This is an optimization exercise on Yosys and OpenROAD, whose aim is small area, not a production implementation. Function not checked in this run: the RTL went through the layout flow alone. No activity file was given, so power comes from the tool's default toggle rates. No driver is modelled on the clock port, so clocking that relies on it looks cheaper here than on a real chip.

$ cat design/flow/design.v
module regfile(
		input clk, reset,
		input wr_en, input [4:0] wr_num, input [7:0] wr_data, input wr_last,
		input [4:0] rd_num, output [7:0] rd_data);
	parameter [31:0] sp_init = 0;
	parameter [31:0] ra_init = 0;
	wire [8*32-1:0] head;
	assign head[7:0] = 8'h00;
	genvar i;
	generate
		for (i = 1; i < 32; i = i + 1) begin : g_reg
			reg [31:0] q;
			wire wsel = wr_en && wr_num == i;
			wire [7:0] nxt = wsel ? wr_data : q[7:0];
			always @(posedge clk)
				q <= {nxt, q[31:8]};
			if (i == 29 || i == 31) begin : g_rst
				reg valid;
				always @(posedge clk or posedge reset)
					if (reset)
						valid <= 1'b0;
					else if (wsel && wr_last)
						valid <= 1'b1;
				assign head[i*8 +: 8] = q[7:0] & {8{valid}};
			end
			else begin : g_norst
				assign head[i*8 +: 8] = q[7:0];
			end
		end
	endgenerate
	wire [31:0] sel = 32'd1 << rd_num;
	logic [7:0] r;
	integer k;
	always_comb begin
		r = 8'h00;
		for (k = 1; k < 32; k = k + 1)
			r = r | (head[k*8 +: 8] & {8{sel[k]}});
	end
	assign rd_data = r;
endmodule
module mips(
	input clk, reset,
	output [31:0] instr_addr,
	input [31:0] instr_in,
	output [31:0] data_addr,
	input [31:0] data_in,
	output logic [31:0] data_out,
	output logic [1:0] data_access_size,
	output data_rd_wr);
	parameter [31:0] pc_init = 0;
	parameter [31:0] sp_init = 0;
	parameter [31:0] ra_init = 0;
	logic [1:0] ph, rnd;
	logic [11:0] pc;
	assign instr_addr = {20'd0, pc};
	wire [5:0] op = instr_in[31:26];
	wire [5:0] fn = instr_in[5:0];
	wire [4:0] rs = instr_in[25:21];
	wire [4:0] rt = instr_in[20:16];
	wire [4:0] rd = instr_in[15:11];
	wire [4:0] sh = instr_in[10:6];
	wire [15:0] imm = instr_in[15:0];
	wire lo = ~op[5] & ~op[4];                     
	wire special = lo & ~op[3] & ~op[2] & ~op[1];
	wire i_sll   = special & ~fn[5] & ~fn[3];
	wire i_addu  = special & fn[5] & ~fn[1];
	wire i_subu  = special & fn[5] & fn[1];
	wire i_jr    = special & ~fn[5] & fn[3];
	wire i_mul   = ~op[5] & op[4];
	wire i_addiu = lo & op[3] & ~op[1];
	wire i_lui   = lo & op[3] & op[1] & op[0];
	wire i_slti  = lo & op[3] & op[1] & ~op[0];
	wire i_lw    = op[5] & ~op[3] & ~op[2];
	wire i_lbu   = op[5] & ~op[3] & op[2];
	wire i_sw    = op[5] & op[3] & op[0];
	wire i_sb    = op[5] & op[3] & ~op[0];
	wire i_j     = lo & ~op[3] & ~op[2] & op[1] & ~op[0];
	wire i_jal   = lo & ~op[3] & ~op[2] & op[1] & op[0];
	wire i_beq   = lo & ~op[3] & op[2] & ~op[0];
	wire i_bne   = lo & ~op[3] & op[2] & op[0];
	wire i_load  = i_lw | i_lbu;
	wire i_store = i_sw | i_sb;
	wire i_mulsh = i_mul | i_sll;
	wire i_br    = i_beq | i_bne;
	wire i_jump  = i_j | i_jal;
	wire i_arith = i_addu | i_subu;
	wire [1:0] last = (i_load | i_store | i_mulsh | i_br) ? 2'd2 :
	                  (i_arith | i_slti | i_jr) ? 2'd1 : 2'd0;
	wire in_last = (rnd == last);
	wire r0 = (rnd == 2'd0);
	wire r1 = (rnd == 2'd1);
	wire r2 = (rnd == 2'd2);
	logic we;
	logic [4:0] wnum;
	logic [7:0] wdata;
	wire [7:0] rb;
	regfile #(.sp_init(sp_init), .ra_init(ra_init)) regs(
		.clk(clk), .reset(reset),
		.wr_en(we), .wr_num(wnum), .wr_data(wdata), .wr_last(ph == 2'd3),
		.rd_num(r0 ? rs : rt), .rd_data(rb));
	wire [10:0] pc4h;
	inc #(10) u_pcinc(.a(pc[11:2]), .s(pc4h));
	wire [12:0] pc4 = {pc4h, pc[1:0]};
	wire [31:0] pc4w = {19'd0, pc4};
	wire [31:0] simm = {{16{imm[15]}}, imm};
	wire [31:0] luiw = {imm, 16'd0};
	wire [31:0] onehot = 32'd1 << sh;
	wire [7:0] pc4_b   = pc4w[ph*8 +: 8];
	wire [7:0] simm_b  = simm[ph*8 +: 8];
	wire [31:0] boff = {{14{imm[15]}}, imm, 2'b00};
	wire [7:0] boff_b  = boff[ph*8 +: 8];
	wire [7:0] lui_b   = luiw[ph*8 +: 8];
	wire [7:0] oh_b    = onehot[ph*8 +: 8];
	logic [31:0] T, M;
	logic c;
	wire [7:0] a = (i_jal | (i_br & r1)) ? pc4_b : (r1 ? T[7:0] : rb);
	wire sub = r1 ? i_subu : i_slti;
	logic [7:0] b0;
	always_comb begin
		b0 = 8'h00;
		if (r1) begin
			if (i_addu) b0 = rb;
			if (i_subu) b0 = ~rb;
			if (i_br) b0 = boff_b;
		end
		else begin
			if (i_addiu | i_load | i_store) b0 = simm_b;
			if (i_slti) b0 = ~simm_b;
			if (i_lui) b0 = lui_b;
			if (i_sll) b0 = oh_b;
			if (i_jal) b0 = (ph == 2'd0) ? 8'd4 : 8'd0;
		end
	end
	wire cin = (ph == 2'd0) ? sub : c;
	wire [8:0] sum;
	rca #(8) u_alu(.a(a), .b(b0), .cin(cin), .s(sum[7:0]), .cout(sum[8]));
	logic [27:0] P;
	wire [3:0] d = M[3:0];
	logic pb;
	wire first = r1 && ph == 2'd1;
	wire pbx = first ? 1'b0 : pb;
	wire neg0 = d[1] & ~(d[0] & pbx);
	wire one0 = d[0] ^ pbx;
	wire two0 = (d[1] & ~d[0] & ~pbx) | (~d[1] & d[0] & pbx);
	wire neg1 = d[3] & ~(d[2] & d[1]);
	wire one1 = d[2] ^ d[1];
	wire two1 = (d[3] & ~d[2] & ~d[1]) | (~d[3] & d[2] & d[1]);
	wire [31:0] pp0 = (({32{one0}} & T) | ({32{two0}} & {T[30:0], 1'b0})) ^ {32{neg0}};
	wire [29:0] pp1 = (({30{one1}} & T[29:0]) | ({30{two1}} & {T[28:0], 1'b0})) ^ {30{neg1}};
	wire [31:0] csx = {4'd0, P};
	wire [31:0] csz = {pp1, neg1, neg0};
	wire [31:0] css = csx ^ pp0 ^ csz;
	wire [31:0] csc = (csx & pp0) | (csx & csz) | (pp0 & csz);
	wire [31:0] S;
	assign S[0] = css[0];
	wire k19;
	wire [12:0] sh0, sh1;
	rca #(18) u_mlo(.a(css[18:1]), .b(csc[17:0]), .cin(neg1), .s(S[18:1]), .cout(k19));
	rca #(13) u_mh0(.a(css[31:19]), .b(csc[30:18]), .cin(1'b0), .s(sh0), .cout());
	rca #(13) u_mh1(.a(css[31:19]), .b(csc[30:18]), .cin(1'b1), .s(sh1), .cout());
	assign S[31:19] = k19 ? sh1 : sh0;
	wire [3:0] n7 = M[7:4];
	wire [3:0] p7 = S[7:4] + ({4{n7[0] ^ d[3]}} & T[3:0]) + ({4{n7[0] & d[3]}} & {T[2:0], 1'b0})
	              + ({4{n7[1]}} & {T[2:0], 1'b0}) + ({4{n7[2]}} & {T[1:0], 2'b0}) + ({4{n7[3]}} & {T[0], 3'b0});
	wire [7:0] mul_b = (ph == 2'd0) ? M[27:20] :
	                   (ph == 2'd1) ? M[31:24] :
	                   (ph == 2'd2) ? {S[3:0], M[31:28]} : {p7, S[3:0]};
	logic [31:0] Mn;
	always_comb begin
		Mn = {(i_store ? d : S[3:0]), M[31:4]};
		if (r1)
			case (ph)
				2'd0: Mn[7:0] = rb;
				2'd1: Mn[11:4] = rb;
				2'd2: Mn[15:8] = rb;
				2'd3: Mn[19:12] = rb;
			endcase
	end
	logic f;
	always_comb begin
		we = 1'b0;
		wnum = rt;
		wdata = sum[7:0];
		if (i_arith) begin
			we = r1;
			wnum = rd;
		end
		if (i_addiu | i_lui) we = r0;
		if (i_jal) begin
			we = r0;
			wnum = 5'd31;
		end
		if (i_slti) begin
			we = r1;
			wdata = {7'd0, f & (ph == 2'd0)};
		end
		if (i_load) begin
			we = (r1 && ph != 2'd0) || (r2 && ph == 2'd0);
			wdata = (i_lbu && ph != 2'd0) ? 8'h00 : data_in[7:0];
		end
		if (i_mulsh) begin
			we = r2;
			wnum = rd;
			wdata = mul_b;
		end
	end
	assign data_addr = {T[31:2], i_lw ? {~ph[1] ^ ph[0], ph[0]} : T[1:0]};
	assign data_out = {M[19:0], M[31:20]};
	assign data_access_size = {1'b0, i_sw};
	assign data_rd_wr = ~(i_store && r2 && ph == 2'd0);
	always @(posedge clk or posedge reset) begin
		if (reset) begin
			ph <= 2'd0;
			rnd <= 2'd0;
			pc <= pc_init[11:0];
		end
		else begin
			ph <= ph + 2'd1;
			if (ph == 2'd3)
				rnd <= in_last ? 2'd0 : rnd + 2'd1;
			if (in_last && ph == 2'd2)
				pc <= i_jump ? {instr_in[9:0], 2'b00} :
				      (i_jr | (i_beq & f) | (i_bne & ~f)) ? T[11:0] : pc4[11:0];
		end
	end
	always @(posedge clk) begin
		c <= sum[8];
		M <= Mn;
		P <= (r0 | (r1 & ph == 2'd0)) ? 28'd0 : S[31:4];
		pb <= d[3];
		if (r0) begin
			T <= {sum[7:0], T[31:8]};
			f <= ~sum[8];
		end
		else begin
			if (r1 & (i_arith | i_br))
				T <= {sum[7:0], T[31:8]};
			if (r1 & i_br)
				f <= ((ph == 2'd0) | f) & (T[7:0] == rb);
		end
	end
endmodule
module rca #(parameter N = 8) (
	input [N-1:0] a, b, input cin,
	output [N-1:0] s, output cout);
	wire [N:0] c;
	assign c[0] = cin;
	genvar i;
	generate
		for (i = 0; i < N; i = i + 1) begin : g_bit
			assign s[i] = a[i] ^ b[i] ^ c[i];
			assign c[i+1] = (a[i] & b[i]) | (a[i] & c[i]) | (b[i] & c[i]);
		end
	endgenerate
	assign cout = c[N];
endmodule
module inc #(parameter N = 8) (
	input [N-1:0] a, output [N:0] s);
	wire [N:0] c;
	assign c[0] = 1'b1;
	genvar i;
	generate
		for (i = 0; i < N; i = i + 1) begin : g_bit
			assign s[i] = a[i] ^ c[i];
			assign c[i+1] = a[i] & c[i];
		end
	endgenerate
	assign s[N] = c[N];
endmodule
$ cat design/flow/flow/run.sh
#!/bin/bash
# The standard layout (standard.sh), with these ORFS settings changed
# through the environment:
#  - synthesis maps logic with an area-oriented ABC script (flow/abc_area.script,
#    used in place of ORFS's abc_speed.script in a copy of ORFS's scripts
#    folder); everything else in synthesis is unchanged, so the registers are
#    the standard synthesis's
#  - ports are buffered with buf_1 cells instead of clkdlybuf4s50_1
#  - clock tree: sink clusters of up to 32 flip-flops, each driven by a
#    clkbuf_16, and no dummy loads
# standard.sh's full output goes to standard.log in this folder; ORFS's own
# per-step logs stay under orfs/logs.
set -o pipefail
rm -rf scripts_abc
cp -r "$FLOW_HOME/scripts" scripts_abc
cp flow/abc_area.script scripts_abc/abc_speed.script
export SCRIPTS_DIR="$PWD/scripts_abc"
export BUFFER_PORTS_ARGS="-buffer_cell sky130_fd_sc_hd__buf_1"
export CTS_ARGS="-sink_clustering_enable -repair_clock_nets -dont_use_dummy_load -sink_clustering_size 32 -sink_clustering_max_diameter 90 -buf_list sky130_fd_sc_hd__clkbuf_16"
bash standard.sh > standard.log 2>&1
$ cat design/flow/flow/abc_area.script
&get -n
&st
&dch
&nf -R 1000 -p -F 16 -C 32
&put
topo
dnsize -c
$ cat design/flow/standard.sh
#!/bin/bash
# synth_recipe.tcl (not shown) runs the flow's synth.tcl, then flattens the netlist and writes it again
# the make line also repeats each setting of config.mk as NAME=value (left out here)
make -C /OpenROAD-flow-scripts/flow DESIGN_CONFIG=/design/flow/config.mk WORK_HOME=/design/flow/orfs CLKGATE_MAP_FILE= SYNTH_SCRIPT=/design/flow/synth_recipe.tcl "${@:-finish}"
$ cat design/flow/config.mk
export PLATFORM = sky130hd
export DESIGN_NAME = mips
export DESIGN_NICKNAME = mips
export VERILOG_FILES = /design/flow/design.v
export SDC_FILE = /design/flow/constraint.sdc
export NUM_CORES = 4
export LEC_CHECK = 0
export CAP_MARGIN = 20
export CORE_MARGIN = 2
export CORE_UTILIZATION = 65
export CTS_BUF_LIST = sky130_fd_sc_hd__clkbuf_16
export CTS_CLUSTER_DIAMETER = 100
export CTS_CLUSTER_SIZE = 25
export PLACE_DENSITY = 0.8
export SLEW_MARGIN = 20
$ cat design/flow/constraint.sdc
create_clock -name core_clock -period 15.0 [get_ports {clk}]
set_input_delay 3.0000 -clock core_clock [delete_from_list [all_inputs] [get_ports {clk}]]
set_output_delay 3.0000 -clock core_clock [all_outputs]
set_load 0.01 [all_outputs]
==> flow_summary.yaml <==
global_routing:
  grt_max_degree: 62
  gr-total-overflow: 0
  grt_pass1_vias: 21300
  antenna_found_initial: 5
  grt_pass1_wl_mm: 121
  grt_usage_pct: 29.7
flow_run:
  drv_cap: 0
placed_design:
  place_congestion: 0.957
  dp_hpwl_mm: 52.3
  place_area_um2: 34200
  io_buffer_count: 119
sta:
  max_freq_mhz: 78.3
  hold_violations: 0
  min_period_over_period_pct: 85.1
  fin_hold_ws_ps: 307
  rsz0062_at_grt: "no"
  tightest_slew_ps: 1140
  setup_viol: 0
  worst_clock_skew_ps: 76.1
  max-slew-margin-rel_pct: 24.1
  period_needed_ps: 12760
  setup_tns_ps: 0
  maxSlewViolCount: 0
critical_path:
  crit_required_ps: 15460
  crit_top_cell: "fa_1"
  worstSetupStartpointType: "flip-flop"
  cp-end-kind: "flip-flop"
  path_max_fanout: 32
  worst_path_max_delay_cell: "dfrtp_1"
  path_buf_inv: 3
  path_delay_family: "adder cells"
  critPathArrivalTime_ps: 13220
  cpPeakStageDelay_ps: 920
  crit_type: "flip-flop to flip-flop"
power_and_ir_drop:
  power_frac_clock_pct: 14.5
  switching_share_pct: 38.7
  ir_drop_v: 0.000219
  p_sw_mw: 3.60
  leakage_nw: 13.6
  seqPwrFrac_pct: 42.2
  power_density_nw_per_um2: 264
  p_comb_share_pct: 43.3
  p_int_mw: 5.71
die:
  die-area_um2: 52300
  rows: 82
  floorplan.initialDensity_pct: 65.7
  die_x_um: 229
  core_area_um2: 50000
  io_pins: 165
  die_h_um: 229
final_layout:
  final_common_cell: "dfxtp_1"
  final_cell_mix: "dfxtp_1 (1054), nor2_1 (300), a21oi_1 (247), nand2_1 (201), o21ai_0 (137)"
  syn2layout_area_growth_pct: 7.62
  fin_area_um2: 35300
  nets: 3085
  drive_above_1_share_pct: 4.14
synthesis:
  synth-edff-count: 33
  ys_warn_count: 2
  synth_cells: 2751
  synthArstFlopShare_pct: 1.63
  synth_top_flop_cell: "dfxtp_1"
  avgSynthCellArea_um2: 11.9
  ys_ff_latch: 1105
  ys_seq_area_share_pct: 68.7
  netlist_area_um2: 32800
  synth_cell_types: 47
clock_network:
  insertion_delay_ps: 640
  h-tree-depth: 2
  clockBufferDepth: 3
  clk_pin_slew_worst_paths_ps: 110
  cts.sink_count: 1105
  cts-resized-gates: 0
  clock_tree.root_cell: "clkbuf_16"
  cts_buffers: 43
  ctsHoldBuffers: 0
  postCtsSetupBuffers: 0
  cts_tree: "yes"
routing:
  drtIter0Drc: 2276
  wl_per_cell_um: 21.8
  first_pass_iters: 6
  drc: 0
  via_per_inst: 5.92
  routed_wl_mm: 78.3
  ant_nets: 0
  num_vias: 21300
worst_hold_path:
  hp-class: "flip-flop to flip-flop"
outcome:
  status: "no timing/DRC/antenna violations"
## sequential cells by signal (all words and copies together) (netlist names)
signal / count
regs.g.q: 992
M: 32
T: 32
P: 28
pc: 12
ph: 2
regs.g.g_rst.valid: 2
rnd: 2
c: 1
f: 1
pb: 1
## cells in the mapped netlist (16+ instances only)
library cell     n  share of area, %
dfxtp_1       1054                64
nor2_1         318               3.6
a21oi_1        250               3.8
nand2_1        201               2.3
o21ai_0        141               2.1
a22oi_1        108               2.5
xnor2_1         80               2.1
buf_4           60               1.4
fa_1            56               3.4
clkinv_1        53              0.61
a222oi_1        46               1.4
ha_1            41               1.6
edfxtp_1        33               3.0
nand3_1         32              0.49
nor3_1          27              0.41
mux2_1          26              0.89
and2_0          19              0.36
dfrtp_1         18               1.4
nand4_1         17              0.32
a221oi_1        16              0.43
mux2i_1         16              0.49
## area by class of cell
type / count / area, um^2
multi-input combinational: 1553 / 9860
fill: 3483 / 14600
clock buffer: 43 / 1080
tap: 672 / 841
antenna: 1 / 2.50
inverter: 53 / 199
timing repair buffer: 166 / 812
sequential: 1105 / 22500
## metal layers
metal / vias up / share of wire (%) / global-route usage, %
met5: - / 0.037 / 0
met4: 4 / 4.2 / 12.7
met3: 211 / 7.2 / 4.49
met2: 926 / 47 / 48.8
met1: 10300 / 42 / 39.3
li1: 9778 / - / -
## power groups by stage
stage	Clock [mW]	Combinational, mW	Sequential [mW]
3_3_place_gp	0	3.82	3.94
5_1_grt	1.46	4.50	3.98
3_5_place_dp	0	3.97	3.98
4_1_cts	1.36	4.02	3.92
6_report	1.35	4.04	3.93
2_1_floorplan	0	2.86	3.86
## kinds of logic (layout without fill, tap and decap cells)
logic type | after synthesis | count (layout) | share of synthesized area [%]
muxes | 42 | 42 | 1.38
adders and majority gates | 97 | 97 | 4.98
buffers and inverters | 113 | 262 | 1.98
and+or+nand+nor | 668 | 668 | 8.62
xor gates and xnor gates | 91 | 91 | 2.43
AOI/OAI and AO/OA | 634 | 634 | 12.0
DFF | 1105 | 1105 | 68.7
other | 1 | 22 | 0.0114
## per-stage QoR
step	worst slack [ps]	instances	util, %	power, mW
2_1_floorplan	2080	2771	-	6.72
3_3_place_gp	2300	3546	68.4	7.76
3_5_place_dp	2050	3548	68.4	7.94
4_1_cts	1960	3591	70.6	9.30
5_1_grt	1630	3593	70.7	9.94
6_report	2240	3593	70.7	9.32
## worst register-to-register path: cells and delay by family (launching register included)
family	cells	cell delay (ps)
adders and majority gates	20	9040
AOI/OAI and AO/OA	5	1300
DFF	1	920
buffers and inverters	3	710
xor gates and xnor gates	2	440
and+or+nand+nor	3	270
## worst paths after layout
| check | from | depth (start not counted) | slack (ps) | endpoint |
|---|---|---|---|---|
| min | regs.g_reg[30].q[21]$_DFF_P_ | 0 | 310 | regs.g_reg[30].q[13]$_DFF_P_ |
| min in group asynchronous | reset | 2 | 2580 | regs.g_reg[31].g_rst.valid$_DFFE_PP0P_ |
| max reg2reg | ph[1]$_DFF_PP0_ | 33 | 2240 | P[27]$_SDFF_PP0_ |
| max in group asynchronous | reset | 2 | 11970 | pc[7]$_DFFE_PP0P_ |
| min reg2reg | regs.g_reg[30].q[21]$_DFF_P_ | 0 | 310 | regs.g_reg[30].q[13]$_DFF_P_ |
| max | ph[1]$_DFF_PP0_ | 33 | 2240 | P[27]$_SDFF_PP0_ |

-- separate check: timing with driven ports --
The results above use ideal ports. As a check the final layout listed here was re-extracted and re-timed, cells and wires unchanged.
Step 1: set_driving_cell puts a clkbuf_16 on clk and a buf_2 on each other input, an assumption about the parent block.
Step 2 moves the port delays by t, midway between the first and last clock arrival at a register: inputs arrive t later, outputs are due t later. That takes back most of the time a late clock gives input paths.
Three values: ideal ports, drivers, drivers and shift; two values: the first two.
shift t [ns]: 0.659
slack for setup (ns): 2.236 / 2.236 / 2.236
hold slack, ns: 0.307 / 0.307 / 0.307
worst setup path at the end: register to register
worst data-port slew with drivers (ns): 0.11
After both steps setup and hold are still met in this run. The setup slack of this run moves by 0.000 ns with the drivers and by 0.000 ns with both steps.
